Context: an optimization exercise on an open-source flow, tuned for a short achievable clock period and few clock cycles. The choices shown serve that exercise and are no tape-out recipe.
In this exercise RTL edits were held to simulation tests only and were not proved equivalent to the original.
Power figures rest on the tool's default switching activity, not on a simulated workload.

## job 101
Design cpu, start of the top module:
module cpu(
	input clk,
	input rst,
	output [11:0] imem_addr,
	input [15:0] imem_rdata,
	output [7:0] dmem_addr,
	output [15:0] dmem_wdata,
	output dmem_we,
	input [15:0] dmem_rdata
);
function [11:0] inc12;
	input [11:0] a;
	integer i;
	begin
		for (i = 0; i < 12; i = i + 1)
			inc12[i] = a[i] ^ (&(a | ~((12'd1 << i) - 12'd1)));
	end
endfunction
function less16;
	input [15:0] a, b;
	reg [15:0] lt, eq;
	integer i, d;
	begin
		lt = ~a & b;
		eq = ~(a ^ b);
		for (d = 1; d < 16; d = d * 2)
			for (i = 15; i >= d; i = i - 1) begin
				lt[i] = lt[i] | (eq[i] & lt[i-d]);
				eq[i] = eq[i] & eq[i-d];
			end
		less16 = lt[15];
	end
endfunction
reg [11:0] pc;
reg [11:0] pc_out_n;
wire [15:0] i0 = imem_rdata;
wire [3:0] op0 = i0[15:12];
wire [11:0] pc1 = inc12(pc);
wire [11:0] pc2 = inc12(pc1);
wire [11:0] tgt0;
adder12 u_tgt(.a(pc), .b(i0[11:0]), .s(tgt0));
wire [15:0] tgt0_oh = 16'd1 << tgt0[3:0];
reg [255:0] c_ins;
reg [127:0] c_tag;
reg [191:0] c_tgt;    
reg [15:0] c_v;
reg [15:0] pc_oh;
wire [7:0] pc_hi1 = pc[11:4] + 8'd1;
wire [15:0] c_we = {pc_oh[0], pc_oh[15:1]};    
wire [15:0] we_m1 = {pc_oh[1:0], pc_oh[15:2]};
reg [15:0] i1, im1;
reg [11:0] tgt1;
reg [15:0] c_match0, c_match1;
integer j;
always @* begin
	i1 = 16'h0000;
	im1 = 16'h0000;
	tgt1 = 12'h000;
	for (j = 0; j < 16; j = j + 1) begin
		i1 = i1 | ({16{pc_oh[j]}} & c_ins[16*j +: 16]);
		tgt1 = tgt1 | ({12{pc_oh[j]}} & c_tgt[12*j +: 12]);
		im1 = im1 | ({16{we_m1[j]}} & c_ins[16*j +: 16]);
		c_match0[j] = c_v[j] & (c_tag[8*j +: 8] == pc[11:4]);
		c_match1[j] = c_v[j] & (c_tag[8*j +: 8] == ((j == 15) ? pc_hi1 : pc[11:4]));
	end
end
wire hit0 = |(c_we & c_match0);
wire hit1 = |(pc_oh & c_match1);
function pairable;
	input [15:0] x, y;
	reg [3:0] ox, oy;
  ...
Size in the first run: roughly 71 I/O pins, about 58000 µm² of cells after synthesis.
export LEC_CHECK = 0
export ABC_CLOCK_PERIOD_IN_PS = 200
export CAP_MARGIN = 30
export CORE_MARGIN = 2
export CORE_UTILIZATION = 34
export CTS_CLUSTER_DIAMETER = 100
export CTS_CLUSTER_SIZE = 20
export SLEW_MARGIN = 30
export SYNTH_HIERARCHICAL = 1
create_clock -name core_clock -period 10.0 [get_ports {clk}]
standard.sh (not shown) runs the stock make flow with config.mk's settings and CLKGATE_MAP_FILE= SYNTH_SCRIPT=/design/flow/synth_recipe.tcl, a recipe that flattens the netlist after the stock synthesis.
==> flow/flow/run.sh <==
#!/bin/bash
# Standard ORFS layout (standard synthesis), with timing repair aiming well
# below the 10 ns constraint, free resizing across cell footprints, port
# buffers of a normal drive strength, and no gate cloning (its clones were
# left with slow input nets after routing).
set -euo pipefail
bash standard.sh SETUP_SLACK_MARGIN=7.5 MATCH_CELL_FOOTPRINT=0 SKIP_GATE_CLONING=1 \
  'BUFFER_PORTS_ARGS=-buffer_cell sky130_fd_sc_hd__buf_4' finish > flow_make.log 2>&1
Testbench counts of job 101, summed over its fixed seeds: cycles 39,182.
Inputs modified between job 101 and job 102:
--- a/flow/config.mk
+++ b/flow/config.mk
@@ -11 +11 @@
-export CORE_UTILIZATION = 34
+export CORE_UTILIZATION = 30
Notes after the runs:
Job 102 finished every step from synthesis to the final layout, and the layout passed the timing, DRC and antenna checks.
As far as number of clock sinks seen by CTS goes, job 102 and job 101 are indistinguishable; the numbers are identical.
Area of the multi-input gates, job 102 and job 101: larger value in job 102
Looking at endpoint of the most critical setup path, the pc_oh[9] result is from job 102; the pc_oh[2] one comes from job 101.
Row share of cell area taken by multi-input logic gates: job 102 higher / job 101 lower
Job 102 vs job 101 — layout overhead on the synthesized area rose 1.1 points.
Between job 101 and job 102, the flow reports die area increasing by more than 10%.
Against job 101, the final cell area of job 102 is higher.
The overall routed net length reported for job 102 is smaller than that of job 101 by about 0.43%.
Modified inputs, job 103 compared to job 102
--- a/flow/config.mk
+++ b/flow/config.mk
@@ -12,2 +11,0 @@
-export CTS_CLUSTER_DIAMETER = 100
-export CTS_CLUSTER_SIZE = 20
--- outcome ---
- Max final non-filler cell area across job 103 and job 102: job 103
- Re synthesized cell count: no difference whatsoever between job 103 and job 102.
- Overall power after layout delta (job 103 − job 102): unfavourable
- Compared to job 102, the routing of job 103 uses more wire.
- Compared with job 102, job 103 shows a via count of the first global-routing pass that is 922 higher.
- When job 103 is measured against job 102, its routed via count turns out about 0.8% higher.

Another version of the RTL of cpu (not shown whole).
Size: about 1,100 cells after synthesis, roughly 380 flip-flops, roughly 71 I/O pins, about 18,000 sq um of cells after synthesis.
// cpu
module cpu(
	input clk,
	input rst,
	output [11:0] imem_addr,
	input [15:0] imem_rdata,
	output [7:0] dmem_addr,
	output [15:0] dmem_wdata,
	output dmem_we,
	input [15:0] dmem_rdata
);
reg [11:0] pc;
wire [15:0] ins = imem_rdata;
wire [3:0] fop = ins[15:12];
wire f_jmp = (fop == 4'h7);
wire f_jcc = ins[15] & ~(ins[14] & (ins[13] | ins[12]));    
wire f_pred = ins[11] | (fop == 4'hB) | (fop == 4'hC);
wire f_pt = f_jmp | (f_jcc & f_pred);
wire [11:0] pc_inc = pc + 12'd1;
wire [11:0] pc_tgt = pc + ins[11:0];
wire [11:0] f_next = f_pt ? pc_tgt : pc_inc;
wire [11:0] f_alt = f_pt ? pc_inc : pc_tgt;
reg        vR;
reg        r_jcc, r_pred;
reg        r_je, r_ja, r_jb, r_jbe, r_jae;
reg [11:0] r_alt;
reg [3:0]  r_asel, r_bsel, r_dsel;
reg [7:0]  r_addr;
reg        r_wr, r_ld, r_st, r_cmp, r_and, r_imm;
reg [15:0] eA, eB;
reg [3:0]  e_d;
reg        e_wr, e_ld, e_and, e_cmp;
reg        st_we;
reg [7:0]  daddr;
reg [15:0] sdata;
reg        zf, cf;
reg [15:0] rf [0:15];
wire [15:0] e_alu = e_and ? (eA & eB) : (eA + eB);
wire [15:0] e_res = e_ld ? dmem_rdata : e_alu;
wire zf_n = (eA == eB);
wire cf_n = (eA < eB);
wire zf_u = e_cmp ? zf_n : zf;
wire cf_u = e_cmp ? cf_n : cf;
wire r_take = (r_je & zf_u) | (r_ja & ~zf_u & ~cf_u) | (r_jb & cf_u) |
              (r_jbe & (zf_u | cf_u)) | (r_jae & ~cf_u);
wire mispred = vR & r_jcc & (r_take ^ r_pred);
wire fwdA = e_wr & (e_d == r_asel);
wire fwdB = e_wr & (e_d == r_bsel);
wire [15:0] opA = fwdA ? e_res : rf[r_asel];
wire [15:0] opB = r_imm ? {{12{r_bsel[3]}}, r_bsel} : (fwdB ? e_res : rf[r_bsel]);
always @(posedge clk) begin
	if (rst)
		pc <= 12'h000;
	else if (mispred)
		pc <= r_alt;
	else
		pc <= f_next;
	vR <= ~rst & ~mispred;
	r_jcc <= f_jcc;
	r_pred <= f_pred;
	r_je  <= (fop == 4'h8);
	r_ja  <= (fop == 4'h9);
	r_jb  <= (fop == 4'hA);
	r_jbe <= (fop == 4'hB);
	r_jae <= (fop == 4'hC);
	r_alt <= f_alt;
	r_asel <= (fop == 4'h6) ? ins[11:8] : ins[7:4];
	r_bsel <= ins[3:0];
	r_dsel <= ins[11:8];
	r_addr <= ins[7:0];
	r_wr  <= ~fop[3] & ~fop[2] | (fop == 4'h5);
	r_ld  <= (fop == 4'h5);
	r_st  <= (fop == 4'h6);
	r_cmp <= (fop == 4'h4);
	r_and <= (fop == 4'h0) | (fop == 4'h2);
  ...
clock: 10.0 ns
lec_check: 0
abc_clock_period_in_ps: 2000
cap_margin: 20
core_margin: 2
core_utilization: 40
slew_margin: 20
run.sh (not shown) runs the stock make flow with config.mk's settings and CLKGATE_MAP_FILE= SYNTH_SCRIPT=/design/flow/synth_recipe.tcl, a recipe that flattens the netlist after the stock synthesis.
Stock flow here: none of the scripts above is used.
Testbench counts at the start, summed over its fixed seeds: cycles 46,774.
Rerun with:
==> flow/flow/run.sh (new file) <==
#!/bin/bash
# Standard ORFS layout, with timing repair aiming well below the 10 ns constraint.
set -euo pipefail
bash standard.sh SETUP_SLACK_MARGIN=7.5 finish > flow_make.log 2>&1
==> flow/standard.sh (new file) <==
#!/bin/bash
# synth_recipe.tcl (not shown) runs the flow's synth.tcl, then flattens the netlist and writes it again
# the make line also repeats each setting of config.mk as NAME=value (left out here)
make -C /OpenROAD-flow-scripts/flow DESIGN_CONFIG=/design/flow/config.mk WORK_HOME=/design/flow/orfs CLKGATE_MAP_FILE= SYNTH_SCRIPT=/design/flow/synth_recipe.tcl "${@:-finish}"
removed: flow/run.sh
What happened: The changed run finished clean. Via count rises by 6.6%. Wire length climbs by 10%. Synthesized area stays the same. Global-route usage rose by 1.4 points. Cell count increases by 5.5%.

## static timing again, ports no longer ideal
No port has a modelled driver above. Below, the same layouts with a new extraction and two added sets of constraints.
Step 1 sets driving cells, clkbuf_16 on the clock port and buf_2 on the other inputs (assumed; they add their load-dependent delay and slew).
Step 2 adds t to the input delays and takes it off the output delays; t is the mean of the earliest and latest rising clock arrival at the registers after step 1. Input paths then give back, and output paths get back, about the clock's delay inside the block.
Three values: ideal ports, drivers, drivers and shift; two values: the first two.
run | shift t [ns] | setup WS [ns] | hold WS [ns] | latest minus earliest clock arrival (ns)
job 101 | 0.799 | 6.488 / 6.367 / 5.568 | 0.272 / 0.272 / 0.272 | 0.077 / 0.076
job 102 | 0.788 | 6.549 / 6.528 / 5.740 | 0.313 / 0.313 / 0.313 | 0.044 / 0.044
job 103 | 0.847 | 6.607 / 6.561 / 5.783 | 0.316 / 0.316 / 0.316 | 0.091 / 0.091
the first run of note 2 | 0.606 | 5.745 / 5.779 / 5.173 | 0.327 / 0.327 / 0.327 | 0.025 / 0.024
the second run of note 2 | 0.587 | 6.352 / 6.376 / 5.789 | 0.326 / 0.326 / 0.326 | 0.014 / 0.014
After both steps every run listed still meets setup and hold. For job 101, which loses most, drivers alone change the setup slack by -0.121 ns; drivers and shift together by -0.920 ns.
